Context: an optimization exercise on an open-source flow, tuned for small area. The choices shown serve that exercise and are no tape-out recipe.
In this exercise RTL edits were held to simulation tests only and were not proved equivalent to the original.
Power is estimated from default activity; no workload was simulated.

--- flow/config.mk ---
export PLATFORM = sky130hd
export DESIGN_NAME = top_book_vending
export DESIGN_NICKNAME = top_book_vending
export VERILOG_FILES = /design/flow/design.v
export SDC_FILE = /design/flow/constraint.sdc
export NUM_CORES = 4
export LEC_CHECK = 0
export CAP_MARGIN = 20
export CORE_MARGIN = 2
export CORE_UTILIZATION = 40
export SLEW_MARGIN = 20
--- flow/constraint.sdc ---
create_clock -name core_clock -period 20.0 [get_ports {clk}]
set_input_delay 4.0000 -clock core_clock [delete_from_list [all_inputs] [get_ports {clk}]]
set_output_delay 4.0000 -clock core_clock [all_outputs]
set_load 0.01 [all_outputs]
--- flow/design.v ---
module decoder(digit, seg);
  input [3:0] digit;
  output [6:0] seg;
  reg [6:0] seg;
  always@(digit) begin  
    case(digit)
     4'b0000 : seg = 7'b1000000;
     4'b0001 : seg = 7'b1111001;
     4'b0010 : seg = 7'b0100100;
     4'b0011 : seg = 7'b0110000;
     4'b0100 : seg = 7'b0011001;
     4'b0101 : seg = 7'b0010010;
     4'b0110 : seg = 7'b0000010;
     4'b0111 : seg = 7'b1111000;
     4'b1000 : seg = 7'b0000000;
     4'b1001 : seg = 7'b0010000;
     default : seg = 7'b1111111;
    endcase
  end
endmodule
module digits_small(value, out100, out10, out1, len);
    input [6:0] value;
    output [3:0] out100, out10, out1;
    output [1:0] len;
    assign out100 = value / 100;
    assign out10 = (value % 100) / 10;
    assign out1 = value % 10;
    assign len = (out100 == 4'b0000) ? ( (out10 == 4'b0000) ? 2'b01 : 2'b10 ) : 2'b11;
endmodule
module digits_large(value, out1000, out100, out10, out1, len);
    input [9:0] value;
    output [3:0] out1000, out100, out10, out1;
    output [2:0] len;
    assign out1000 = value / 1000;
    assign out100 = (value % 1000) / 100;
    assign out10 = (value % 100) / 10;
    assign out1 = value % 10;
    assign len = (out1000 == 4'b0000) ? ( (out100 == 4'b0000) ? ( (out10 == 4'b0000) ? 3'b001 : 3'b010 ) : 3'b011 ) : 3'b100;
endmodule
module digits_immense(value, out100000, out10000, out1000, out100, out10, out1, len);
    input [16:0] value;
    output [3:0] out100000, out10000, out1000, out100, out10, out1;
    output [2:0] len;
    assign out100000 = value / 100000;
    assign out10000 = (value % 100000) / 10000;
    assign out1000 = (value % 10000) / 1000;
    assign out100 = (value % 1000) / 100;
    assign out10 = (value % 100) / 10;
    assign out1 = value % 10;
    assign len = (out100000 == 4'b0000) ? ( (out10000 == 4'b0000) ? ( (out1000 == 4'b0000) ? ( (out100 == 4'b0000) ? ( (out10 == 4'b0000) ? 3'b001 : 3'b010 ) : 3'b011 ) : 3'b100 ) : 3'b101 ) : 3'b110;
endmodule
module display_mux(mode, cn_now, qty_now, total_sum, seg5, seg4, seg3, seg2, seg1, seg0);
    input [2:0] mode;
    input [9:0] cn_now;
    input [6:0] qty_now;
    input [16:0] total_sum;
    wire [3:0] num_q100, num_q10, num_q1;
    wire [3:0] num_c1000, num_c100, num_c10, num_c1;
    wire [3:0] num_t100000, num_t10000, num_t1000, num_t100, num_t10, num_t1;
    wire [6:0] seg_q100, seg_q10, seg_q1;
    wire [6:0] seg_c1000, seg_c100, seg_c10, seg_c1;
    wire [6:0] seg_t100000, seg_t10000, seg_t1000, seg_t100, seg_t10, seg_t1;
    wire [1:0] len_qty;
    wire [2:0] len_cn, len_total;
    output [6:0] seg5, seg4, seg3, seg2, seg1, seg0;
    parameter [6:0] disp_bar = 7'b0111111,
                    disp_c = 7'b0100111,
                    disp_f = 7'b0001110,
                    disp_h = 7'b0001001,
                    disp_i = 7'b1111001,
                    disp_small_n = 7'b0101011,
                    disp_big_n = 7'b1001000,
                    disp_q = 7'b0011000,
                    disp_s = 7'b0010010,
                    disp_t = 7'b0000111,
                    disp_y = 7'b0010001,
                    disp_null = 7'b1111111;
    digits_small digits_qty(qty_now, num_q100, num_q10, num_q1, len_qty);
    digits_large digits_cn(cn_now, num_c1000, num_c100, num_c10, num_c1, len_cn);
    digits_immense digits_ts(total_sum, num_t100000, num_t10000, num_t1000, num_t100, num_t10, num_t1, len_total);
    decoder dc_q100(num_q100, seg_q100);
    decoder dc_q10(num_q10, seg_q10);
    decoder dc_q1(num_q1, seg_q1);
    decoder dc_c1000(num_c1000, seg_c1000);
    decoder dc_c100(num_c100, seg_c100);
    decoder dc_c10(num_c10, seg_c10);
    decoder dc_c1(num_c1, seg_c1);
    decoder dc_t100000(num_t100000, seg_t100000);
    decoder dc_t10000(num_t10000, seg_t10000);
    decoder dc_t1000(num_t1000, seg_t1000);
    decoder dc_t100(num_t100, seg_t100);
    decoder dc_t10(num_t10, seg_t10);
    decoder dc_t1(num_t1, seg_t1);
    assign seg5 = (mode[2] == 1'b1) ? disp_f
                                    : ( (mode[1] == 1'b1) ? ( (mode[0] == 1'b1) ? ( (len_total == 3'b110) ? seg_t100000 : disp_null ) : disp_q)
                                                        : ( (mode[0] == 1'b1) ? disp_c : disp_bar ) );
    assign seg4 = (mode[2] == 1'b1) ? disp_i
                                    : ( (mode[1] == 1'b1) ? ( (mode[0] == 1'b1) ? ( (len_total == 3'b101 || len_total == 3'b110) ? seg_t10000 : disp_null ) : disp_t)
                                                        : ( (mode[0] == 1'b1) ? disp_small_n : disp_bar ) );
    assign seg3 = (mode[2] == 1'b1) ? disp_big_n
                                    : ( (mode[1] == 1'b1) ? ( (mode[0] == 1'b1) ? ( (len_total == 3'b100 || len_total == 3'b101 || len_total == 3'b110) ? seg_t1000 : disp_null ) : disp_y)
                                                        : ( (mode[0] == 1'b1) ? ( (len_cn == 3'b100) ? seg_c1000 : disp_null ) : disp_bar ) );
    assign seg2 = (mode[2] == 1'b1) ? disp_i
                                    : ( (mode[1] == 1'b1) ? ( (mode[0] == 1'b1) ? ( (len_total == 3'b011 || len_total == 3'b100 || len_total == 3'b101 || len_total == 3'b110) ? seg_t100 : disp_null ) : ( (len_qty == 2'b11) ? seg_q100 : disp_null ) )
                                                        : ( (mode[0] == 1'b1) ? ( (len_cn == 3'b011 || len_cn == 3'b100) ? seg_c100 : disp_null ) : disp_bar ) );
    assign seg1 = (mode[2] == 1'b1) ? disp_s
                                    : ( (mode[1] == 1'b1) ? ( (mode[0] == 1'b1) ? ( (len_total == 3'b010 || len_total == 3'b011 || len_total == 3'b100 || len_total == 3'b101 || len_total == 3'b110) ? seg_t10 : disp_null ) : ( (len_qty == 2'b10 || len_qty == 2'b11) ? seg_q10 : disp_null ) )
                                                        : ( (mode[0] == 1'b1) ? ( (len_cn == 3'b010 || len_cn == 3'b011 || len_cn == 3'b100) ? seg_c10 : disp_null ) : disp_bar ) );
    assign seg0 = (mode[2] == 1'b1) ? disp_h
                                    : ( (mode[1] == 1'b1) ? ( (mode[0] == 1'b1) ? seg_t1 : seg_q1)
                                                        : ( (mode[0] == 1'b1) ? seg_c1 : disp_bar ) );
endmodule
module item_dic(cn, price);
    input [9:0] cn;
    output [16:0] price;
    reg [16:0] price;
    always@(cn) begin
        if(cn < 256) price <= 100;
        else if(cn < 512) price <= 500;
        else price <= 1000;
    end
endmodule
module vud_small(clk, ctrl, value);
    input clk;
    input [3:0] ctrl;
    parameter [3:0] idx_upper_bound = 6;
    parameter [idx_upper_bound:0] min = 0, max = 127;
    output [idx_upper_bound:0] value;
    reg [idx_upper_bound:0] value;
    wire rst, lock, flag_dir;
    wire flag_delta;
    assign {rst, lock, flag_dir, flag_delta} = ctrl;
    reg [idx_upper_bound:0] delta;
    always@(*) begin
        if(flag_delta == 1'b1) delta = 10;
        else delta = 1;
    end
    always@(posedge clk) begin
        if(!lock) ;
        else begin
            if(!rst) begin
                value <= 0;
            end
            else begin
                if(flag_dir == 1'b1) begin
                    if(value <= max - delta)
						      value <= value + delta;
                end
                else begin
                    if(value >= min + delta)
						      value <= value - delta;
                end
            end
        end
    end
endmodule
module vud_large(clk, ctrl, value);
    input clk;
    input [4:0] ctrl;
    parameter [3:0] idx_upper_bound = 9;
    parameter [idx_upper_bound:0] min = 0, max = 1023;
    output [idx_upper_bound:0] value;
    reg [idx_upper_bound:0] value;
    wire rst, lock, flag_dir;
    wire [1:0] flag_delta;
    assign {rst, lock, flag_dir, flag_delta} = ctrl;
    reg [idx_upper_bound:0] delta;
    always@(*) begin
        if(flag_delta == 2'b11) delta = 1000;
        else if(flag_delta == 2'b10) delta = 100;
        else if(flag_delta == 2'b01) delta = 10;
        else delta = 1;
    end
    always@(posedge clk) begin
        if(!lock) ;
        else begin
            if(!rst) begin
                value <= 0;
            end
            else begin
                if(flag_dir == 1'b1) begin
                    if(value > max - delta) ;
                    else value <= value + delta;
                end
                else begin
                    if(value < min + delta) ;
                    else value <= value - delta;
                end
            end
        end
    end
endmodule
module vm_control(clk, ctrl_cn, ctrl_qty, fix, switches, cn_now, qty_now, total_sum, mode);
    input clk;
    input [4:0] ctrl_cn;
    input [3:0] ctrl_qty;
    input fix;
    input [3:0] switches;
    output [2:0] mode;
    assign mode = m;
    wire [9:0] c;
    wire [16:0] item_price;
    output [9:0] cn_now;
    assign cn_now = c;
    output [6:0] qty_now;
    output [16:0] total_sum;
    reg [16:0] total_sum;
    reg [2:0] m;
    reg [3:0] switches_prev;
    always@(posedge clk) begin
        switches_prev <= switches;
        if(switches == 4'b0111) m <= 3'b000;
        else if(switches == 4'b1011) m <= 3'b001;
        else if(switches == 4'b1101) m <= 3'b010;
        else if(switches == 4'b1110) begin
            if(fix == 1'b1) m <= 3'b100;
            else begin
                if(switches_prev != 4'b1110) total_sum <= total_sum + (item_price * qty_now);
                m <= 3'b011;
            end
        end
		  if(m == 3'b000) total_sum <= 0;
    end
    vud_large vud_cn(clk, ctrl_cn, c);
    vud_small vud_qty(clk, ctrl_qty, qty_now);
    item_dic dic(c, item_price);
endmodule
module top_book_vending(clk, sw9, sw8, sw7, sw6, sw5, sw4, sw3, sw2, sw1 , sw0, btn3, btn2, btn1, btn0 , seg5, seg4, seg3, seg2, seg1, seg0);
    input sw0, sw1, sw2, sw3, sw4, sw5, sw6, sw7, sw8, sw9;
    input btn0, btn1, btn2, btn3;
    input clk;
    output [6:0] seg0, seg1, seg2, seg3, seg4, seg5;
    wire [9:0] cn_now;
    wire [6:0] qty_now;
    wire [16:0] total_sum;
    wire [2:0] mode;
    vm_control ctrl(clk, { sw9, sw8, sw7, sw6, sw5 }, { sw4, sw3, sw2, sw1 }, sw0, { btn3, btn2, btn1, btn0 }, cn_now, qty_now, total_sum, mode);
    display_mux mux(mode, cn_now, qty_now, total_sum, seg5, seg4, seg3, seg2, seg1, seg0);
endmodule
--- flow/run.sh ---
#!/bin/bash
# synth_recipe.tcl (not shown) runs the flow's synth.tcl, then flattens the netlist and writes it again
# the make line also repeats each setting of config.mk as NAME=value (left out here)
make -C /OpenROAD-flow-scripts/flow DESIGN_CONFIG=/design/flow/config.mk WORK_HOME=/design/flow/orfs CLKGATE_MAP_FILE= SYNTH_SCRIPT=/design/flow/synth_recipe.tcl finish
==> qor.yml <==
drc: 0
slew_viol_final: 0
finalPower_mw: 3.81
netlist_area_sq_mm: 0.0204
period_share: 0.846
track_usage: 0.242
finalClockSkew_ns: 0.0153
whs_ns: 0.548
irDropWorstVdd_v: 0.000175
synth_edf_count: 17
place_ws_ns: 3.57
rsz0062_at_grt: "no"
worstPathRequired_ns: 16.00
ant_nets: 0
clk_path_buf_depth: 2
hold_buffers: 0
fp.dieH_microns: 230
path_clk_slew_ns: 0.07
antenna_found_initial: 3
syn_inst: 2969
portBuffers: 56
start_util: 0.406
grt_pass1_wl_microns: 108000
hold_viol_final: 0
io_pins: 57
fin_nets: 3094
ys_warn_count: 5
routed_via_density: 6.31
area.growth.synth_to_final_pct: 5.58
synth-seq-area-share: 0.0467
routed_wl_microns: 66000
wl_per_cell_microns: 18.4
synth.distinct_cells: 134
antenna_cells: 0
dp_hpwl_microns: 50900
routabilityCongestion: 0.904
fin_ws_ns: 3.09
overflow: 0
max_stage_delay_ns: 0.77
final_core_util: 0.429
synthArstFlopShare: 0
cts_resized: 0
insertion_delay_ns: 0.31
syn_area_per_cell_sq_um: 6.86
firstDrtPassIters: 6
core-area_sq_mm: 0.0502
power.density_mw_per_mm2: 177
cp-start-kind: "register"
placed_cells: 3572
cap_violations: 0
num_rows: 82
p_leak_nw: 8.43
fin_cells: 3580
cts_tree: "done"
cts_setup_buffers: 0
hold_class: "register to register"
die-area_sq_mm: 0.0527
htreeDepth: 2
setup_violations: 0
ys_seq_elements: 39
setup_tns_ns: 0
slowest_stage: "clkinv_1"
cts_buffers: 5
grt_pass1_vias: 21356
crit_path_max_fanout: 25
fp.dieW_microns: 230
root_buffer: "clkbuf_16"
crit_type: "register to output pin"
relSlewSlack: 0.255
arrival_ns: 12.91
final_common_cell: "nor2_1"
place_area_sq_mm: 0.0213
regArea_sq_um: 951
layout_common_cells: "nor2_1 (304), nand2_1 (254), a21oi_1 (226)"
cpMostUsedCell: "a21oi_1"
period_needed_ns: 16.91
synth_ff_type: "dfxtp_1"
finalInstanceArea_sq_mm: 0.0215
nFillCells: 5223
clkSinkCount: 39
fmax_mhz: 59.1
grt_max_degree: 48
worst_slew_pin_slew_ns: 1.12
status: "timing/DRC/antenna clean"
cp-end-kind: "output pin"
multiInputGateArea_sq_mm: 0.0182
dr_total_vias: 22604
drive_gt1_frac: 0.0702
drt_iter0_drc: 2068
## area by class of cell
| cell class | instances | area share |
|---|---|---|
| Clock inverter | 2 | 0.000640 |
| Clock buffer | 6 | 0.00698 |
| Inverter | 147 | 0.0257 |
| Sequential cell | 39 | 0.0442 |
| Tap cell | 672 | 0.0391 |
| Multi-Input combinational cell | 2622 | 0.845 |
| Timing Repair Buffer | 92 | 0.0386 |
## flip-flops by register name, summed over array words and instances (netlist names)
name	cells
ctrl.vud_cn.value	10
ctrl.switches_prev	4
ctrl.m	3
ctrl.total_sum	15
ctrl.vud_qty.value	7
## Yosys cell counts (20+ instances only)
| cell type | number | area (sq um) |
|---|---|---|
| dfxtp_1 | 22 | 440 |
| and3_1 | 28 | 175 |
| nand3_1 | 90 | 450 |
| mux2_2 | 34 | 383 |
| o31ai_1 | 32 | 240 |
| nor2_1 | 304 | 1140 |
| nor2b_1 | 41 | 257 |
| o21a_1 | 34 | 255 |
| a21oi_1 | 227 | 1140 |
| clkbuf_1 | 105 | 394 |
| nor4_1 | 24 | 150 |
| xnor2_1 | 122 | 1070 |
| nand4_1 | 26 | 163 |
| mux2i_1 | 47 | 470 |
| and2_1 | 66 | 413 |
| buf_2 | 27 | 135 |
| fa_1 | 44 | 881 |
| nand2_1 | 254 | 953 |
| o21bai_1 | 33 | 248 |
| ha_1 | 128 | 1600 |
| a211oi_1 | 26 | 195 |
| or2_2 | 24 | 150 |
| a211o_1 | 23 | 201 |
| o211ai_1 | 47 | 353 |
| o21ai_0 | 194 | 971 |
| a21o_1 | 42 | 315 |
| or3_1 | 27 | 169 |
| nand2b_1 | 27 | 169 |
| xor2_1 | 31 | 272 |
| inv_1 | 135 | 507 |
| o211a_1 | 20 | 200 |
| o22ai_1 | 32 | 200 |
| o21ai_1 | 27 | 135 |
| a31oi_1 | 64 | 400 |
| nor3_1 | 94 | 470 |
## critical path, delay by kind of cell (launching register included)
| kind | cells | cell delay [ns] |
|---|---|---|
| DFF | 1 | 0.34 |
| muxes | 2 | 0.53 |
| buffers and inverters | 4 | 1.73 |
| adders and majority gates | 2 | 0.60 |
| AOI/OAI and AO/OA | 22 | 6.85 |
| and+or+nand+nor | 7 | 1.95 |
| xor gates and xnor gates | 2 | 0.56 |
## logic make-up after synthesis
kind of cell	share of synthesized area
AOI/OAI and AO/OA	0.381
and+or+nand+nor	0.264
buffers and inverters	0.0620
adders and majority gates	0.131
xor gates and xnor gates	0.0677
muxes	0.0475
DFF	0.0467
other	0.000184
## power by group
group / total [mW] / leakage, nW / switching [mW] / internal (mW)
registers: 0.114 / 0.351 / 0.0209 / 0.0932
logic: 3.61 / 8.00 / 2.14 / 1.47
clock network: 0.0922 / 0.0820 / 0.0382 / 0.0539
## per-layer routing
layer	vias to the layer above	GRT usage	wire [microns]
li1	11009	-	-
met1	10712	0.324	30400
met2	761	0.409	30200
met3	118	0.0255	3770
met4	4	0.0676	1540
met5	-	0	22
## final timing paths
kind	from	to	slack (ns)	depth (start not counted)
min reg2reg	ctrl.total_sum[15]	ctrl.total_sum[15]	0.55	2
min	ctrl.total_sum[15]	ctrl.total_sum[15]	0.55	2
max	ctrl.total_sum[8]	seg2[2]	3.09	39
max reg2reg	ctrl.vud_cn.value[8]	ctrl.total_sum[16]	13.91	23

## re-timing with driven ports
How much do the figures lean on ideal ports? The routed layout below was timed once more, with nothing changed but the port constraints.
Step 1 sets driving cells, clkbuf_16 on the clock port and buf_2 on the other inputs (assumed; they add their load-dependent delay and slew).
Step 2 also shifts input and output timing later by t, the mid clock arrival at the registers, as if the neighbouring blocks saw the same clock.
Three values: no drivers, after step 1, after step 2; two values: the first two.
t (ns): 0.344
slack for setup (ns): 3.086 / 3.040 / 3.384
worst hold slack (ns): 0.548 / 0.548 / 0.548
worst setup path at the end: register to output
After both steps setup and hold are still met in this run. The setup slack of this run moves by -0.046 ns with the drivers and by +0.298 ns with both steps.
